Source: an optimization exercise on an open RTL-to-GDS flow (aim: small area and a short achievable clock period). Production flows keep margins and buffers that such runs may drop. RTL that was checked went through simulation tests only; none was proved equivalent to the original. Function not checked in run 1: the RTL went through the layout flow alone. No driver is modelled on the clock port, so clock power and skew are understated where the tree is cut down; a real chip needs a root buffer or a tree. Power is estimated from default activity; no workload was simulated.

## flow/design.v (module list and top-level ports; edited modules follow where they fit)
// module MBF: 979 lines
// module MBF_fa: 6 lines
// module MBF_dl_a22o: 5 lines
// module MBF_dl_o22a: 5 lines
// module MBF_dl_a2bb2o: 5 lines
// module MBF_dl_o2bb2a: 5 lines
// module MBF_ha: 6 lines
module MBF(clk, reset, x_valid, x_in, y_valid, z_valid, y, z);
  // ...
==> flow/flow/run.sh <==
#!/bin/bash
set -e
here=$(cd "$(dirname "$0")" && pwd)
export BUFFER_PORTS_ARGS="-buffer_cell sky130_fd_sc_hd__buf_2"
export POST_SYNTH_TCL="$here/post_synth.tcl"
export CTS_ARGS="-sink_clustering_enable -repair_clock_nets -dont_use_dummy_load -sink_clustering_size 32 -sink_clustering_max_diameter 100 -sink_clustering_buffer sky130_fd_sc_hd__clkbuf_16"
export POST_CTS_TCL="$here/post_cts.tcl"
bash standard.sh > standard.log 2>&1
==> flow/flow/post_cts.tcl <==
set block [ord::get_db_block]
foreach inst [$block getInsts] {
  if {[$inst getName] ne "clkbuf_0_clk"} { continue }
  set in_net [[$inst findITerm A] getNet]
  set out_net [[$inst findITerm X] getNet]
  set loads {}
  foreach it [$out_net getITerms] {
    if {[$it getInst] ne $inst} { lappend loads $it }
  }
  if {[llength $loads] > 4} {
    puts "post_cts: root buffer drives [llength $loads] loads, kept"
    break
  }
  foreach it $loads {
    $it disconnect
    $it connect $in_net
  }
  [$inst findITerm A] disconnect
  [$inst findITerm X] disconnect
  odb::dbInst_destroy $inst
  odb::dbNet_destroy $out_net
  puts "post_cts: removed root buffer, clock port drives [llength $loads] buffers"
}
estimate_parasitics -placement
report_clock_min_period
==> flow/flow/post_synth.tcl <==
# The delay line's polarity-flipping next-state cells come out of ABC at drive
# strength 2; they drive one flip-flop each and are far from critical.
foreach inst [get_cells *] {
  set m [get_property $inst ref_name]
  if {$m eq "sky130_fd_sc_hd__o2bb2ai_2"} {
    replace_cell $inst sky130_fd_sc_hd__o2bb2ai_1
  } elseif {$m eq "sky130_fd_sc_hd__a2bb2oi_2"} {
    replace_cell $inst sky130_fd_sc_hd__a2bb2oi_1
  }
}
==> flow/standard.sh <==
#!/bin/bash
# synth_recipe.tcl (not shown) runs the flow's synth.tcl, then flattens the netlist and writes it again
# the make line also repeats each setting of config.mk as NAME=value (left out here)
make -C /OpenROAD-flow-scripts/flow DESIGN_CONFIG=/design/flow/config.mk WORK_HOME=/design/flow/orfs CLKGATE_MAP_FILE= SYNTH_SCRIPT=/design/flow/synth_recipe.tcl "${@:-finish}"
==> flow/config.mk <==
export PLATFORM = sky130hd
export DESIGN_NAME = MBF
export DESIGN_NICKNAME = MBF
export VERILOG_FILES = /design/flow/design.v
export SDC_FILE = /design/flow/constraint.sdc
export NUM_CORES = 4
export LEC_CHECK = 0
export CAP_MARGIN = 20
export CORE_MARGIN = 2
export CORE_UTILIZATION = 55
export SLEW_MARGIN = 20
export SYNTH_HIERARCHICAL = 1
==> flow/constraint.sdc <==
create_clock -name core_clock -period 12.0 [get_ports {clk}]
set_input_delay 2.4000 -clock core_clock [delete_from_list [all_inputs] [get_ports {clk}]]
set_output_delay 2.4000 -clock core_clock [all_outputs]
set_load 0.01 [all_outputs]
==> notes.md, run 1 <==
clk tree area frac 0.0219; bufs w/o clock 32; crit-path cells buf_2; sequential power share 0.362; met2 wire length ~12 mm; via count 5741; Die Y 143 um; internal power 1.46 mW; Total Power 2.33 mW; final hold vios 0; WP depth 1; cell family with most CP delay flip-flops; Final GP Congestion 0.839; sw frac 0.370; # setup viols final 0; reg-to-reg endpoint po9_1; hold depth 0; largest net degree at the start of global routing 65; CP endpoint y[1]; DP Worst Slack 9.01 ns; placed cell area 11200 um2; Multi-input gate area 6330 um2; Hold Path Sink pe0_0; status complete, no violations; Non-clock buffers, area share 0.0149; first-pass GRT wire length 36.0 mm; M1 WL roughly 9.0 mm; commonest non-fill, non-tap cell in the layout dfxtp_1; core area 18800 um2; slowest cell on the critical path dfxtp_1; register area 4170 um2; type of the tightest min-delay check reg2reg; Tapcell Cnt 260; placed cells approximately 1000; Worst-Skew Late Latency 0.35 ns; met3 usage 0.0215; Top Metal Used met4
==> inputs of run 2 (changes only) <==
--- a/flow/design.v
+++ b/flow/design.v
@@ -4,24 +4,24 @@
 input          reset;
 input          x_valid;
 input   [7:0]  x_in;
 output         y_valid;
 output         z_valid;
 output  [7:0]  y;
 output  [7:0]  z;
 reg  [7:0] x0;           
-reg        sh;           
-reg        hd;           
-wire       nsh = ~sh;
-wire       nhd = ~hd;
+reg        sh, nsh;      
+reg        hd, nhd;      
 always @(posedge clk) begin
     x0  <= x_in ^ 8'h7f;
     sh  <= x_valid & ~reset;
+    nsh <= ~(x_valid & ~reset);
     hd  <= ~x_valid & ~reset;
+    nhd <= ~(~x_valid & ~reset);
 end
 reg  [7:0] d0;
 wire [7:0] d0_n;
 reg  [7:0] d1;
 wire [7:0] d1_n;
 reg  [7:0] d2;
 wire [7:0] d2_n;
 reg  [7:0] d3;
==> flow/config.mk (replaced) <==
export PLATFORM = sky130hd
export DESIGN_NAME = MBF
export DESIGN_NICKNAME = MBF
export VERILOG_FILES = /design/flow/design.v
export SDC_FILE = /design/flow/constraint.sdc
export NUM_CORES = 4
export LEC_CHECK = 0
export CAP_MARGIN = 20
export CORE_MARGIN = 2
export CORE_UTILIZATION = 65
export SLEW_MARGIN = 20
export SYNTH_HIERARCHICAL = 1
==> notes.md, run 2 <==
Post-Syn Area 10700 um2 (was 10600 um2); switching power 0.872 mW (was 0.861 mW); Layout area overhead 6.90% (was 7.50%); Worst Skew 0.0421 ns (was 0.0678 ns); Final ANT Viol Nets 0 (unchanged); core area 15900 um2 (was 18800 um2); status complete, no violations (unchanged); crit path max fanout 2 (was 1); Starting DRT DRC Count 437 (was 231); via count 5821 (was 5741); Design Area, Final 11400 um2 (about the same); min Tclk post-route 3.18 ns (was 3.22 ns); DR WL/cell 21.5 um (was 21.2 um); cell family with most CP delay flip-flops (unchanged); Worst EP required 9.60 ns (about the same); Startpoint Class flip-flop (unchanged); worst endpoint data arrival time 0.78 ns (was 0.82 ns); share of layout cells above drive strength 1 0.0766 (was 0.0754); type of the tightest min-delay check reg2reg (unchanged); Max IR drop VDD 173 uV (was 163 uV); slowest cell on the critical path dfxtp_1 (unchanged); crit path buf inv count 1 (unchanged); initial core utilization 0.669 (was 0.564); hpwl dp 16.7 mm (was 16.9 mm); fin. max-slew vios 0 (unchanged); placed cell area 11100 um2 (was 11200 um2); commonest non-fill, non-tap cell in the layout dfxtp_1 (unchanged); Final GP Congestion 0.865 (was 0.839); Die Y 132 um (was 143 um); RSZ-0062 raised after global routing false (unchanged); site row count 46 (was 50); die width 132 um (was 143 um); DRC violations left 0 (unchanged); largest net degree at the start of global routing 64 (was 65); drt total wl 21.2 mm (was 21.9 mm); Vias/cell 5.90 (was 5.58); Clock power frac 0.151 (was 0.153); Mapped Cells 716 (was 714); internal power 1.48 mW (was 1.46 mW); sequential power share 0.361 (was 0.362); combinational share of power 0.488 (was 0.486); ant diodes 0 (unchanged); port bufs 28 (unchanged); Final Cycle Share 0.265 (was 0.268); layout net count 1026 (was 1025); GRT Resource Usage Total 0.256 (was 0.234); vias in the first global route 6376 (was 6470); most frequent cells in the layout dfxtp_1, fa_1, inv_1 (was dfxtp_1, fa_1, ha_1); max cap viols 0 (unchanged); Crit Path Category reg2out (unchanged); Warnings, synthesis 7 (unchanged); Die Area 17400 um2 (was 20400 um2); Post-Route Setup TNS 0 ns (unchanged); Total Power 2.35 mW (was 2.33 mW); Fin Hold WS 0.355 ns (was 0.357 ns); first-pass GRT wire length 34.6 mm (was 36.0 mm); Peak Freq 314 MHz (was 311 MHz); Worst-Margin Slew 0.719 ns (was 0.823 ns); first drt pass iteration count 4 (unchanged); sw frac 0.371 (was 0.370); Worst-Skew Late Latency 0.34 ns (was 0.35 ns); crit-path cells buf_2 (unchanged); leak pwr 4.63 nW (was 4.60 nW); Syn Area/Cell 14.9 um2 (about the same); GRT overflow 0 (unchanged); Setup crit end kind output pin (unchanged); CTS Sinks 210 (was 208); final hold vios 0 (unchanged); initial antenna violation count 0 (unchanged); # setup viols final 0 (unchanged); Ports 29 (unchanged); worst rel slew slack 0.521 (was 0.451); Worst-path clk slew 0.07 ns (was 0.10 ns); CP max stage delay 0.34 ns (was 0.36 ns); pwr dens 206 nW/um2 (was 204 nW/um2)
==> run 2: worst reg2reg max path: cells and delay by family (launching register included) <==
| kind | cells | cell delay [ns] |
|---|---|---|
| adders and majority gates | 3 | 1.27 |
| AOI/OAI and AO/OA | 4 | 1.06 |
| DFF | 1 | 0.44 |
| xor gates and xnor gates | 1 | 0.16 |
==> run 2: layer usage <==
| metal | GRT usage | part of all wire | up-vias | wire length (um) |
|---|---|---|---|---|
| met2 | 0.403 | 0.46 | 139 | 9850 |
| met1 | 0.390 | 0.47 | 3060 | 9890 |
| li1 | - | - | 2597 | - |
| met5 | 0 | 0 | - | 0 |
| met3 | 0.0342 | 0.052 | 25 | 1110 |
| met4 | 0.0489 | 0.017 | 0 | 367 |
==> run 2: cell type report <==
| cell class | count | area [um2] |
|---|---|---|
| flip-flops and latches | 210 | 4210 |
| well taps | 216 | 270 |
| clock buffers | 10 | 250 |
| repair buffers | 31 | 163 |
| fillers | 1127 | 4550 |
| inverters | 43 | 161 |
| multi-input cells | 476 | 6340 |
==> run 2: path summary, 6_finish.rpt <==
kind,start,end,slack [ns],depth (start not counted)
worst min-delay path,d14[0],po0_0,0.36,0
worst max register to register,pe9_1,z_r[5],8.94,8
worst max-delay path,v3,y_valid,8.82,1
worst min register to register,d14[0],po0_0,0.36,0
==> run 2: power groups by stage <==
stage | Clock [mW] | Combinational (mW) | Sequential (mW)
detailed placement | 0 | 1.14 | 0.867
floorplan | 0 | 0.860 | 0.873
global route | 0.389 | 1.28 | 0.860
finish | 0.354 | 1.15 | 0.849
global placement | 0 | 1.09 | 0.864
==> run 2: per-stage QoR <==
step	instances	setup WS (ns)	utilization
2_1_floorplan	730	9.11	-
3_5_place_dp	976	9.01	0.699
5_1_grt	986	8.78	0.715
3_3_place_gp	976	9.08	0.699
6_report	986	8.82	0.715

-- what the ideal ports hide --
Ports are ideal in the flow. The routed layouts listed here were re-timed in OpenROAD.
Step 1 (the two cells are an assumption about what drives the block):
set clk [get_ports {clk}]
set_driving_cell -lib_cell sky130_fd_sc_hd__clkbuf_16 $clk
set_driving_cell -lib_cell sky130_fd_sc_hd__buf_2 [delete_from_list [all_inputs] $clk]
Step 2 also shifts input and output timing later by t, the mid clock arrival at the registers, as if the neighbouring blocks saw the same clock.
Slacks: ideal ports / drivers / drivers and shift; pairs: ideal ports / drivers.
| run | t (ns) | slack for setup (ns) | latest minus earliest clock arrival (ns) |
|---|---|---|---|
| run 1 | 0.375 | 8.780 / 8.722 / 8.960 | 0.068 / 0.068 |
| run 2 | 0.381 | 8.820 / 8.763 / 8.940 | 0.043 / 0.042 |
After both steps setup and hold are still met in every run listed.
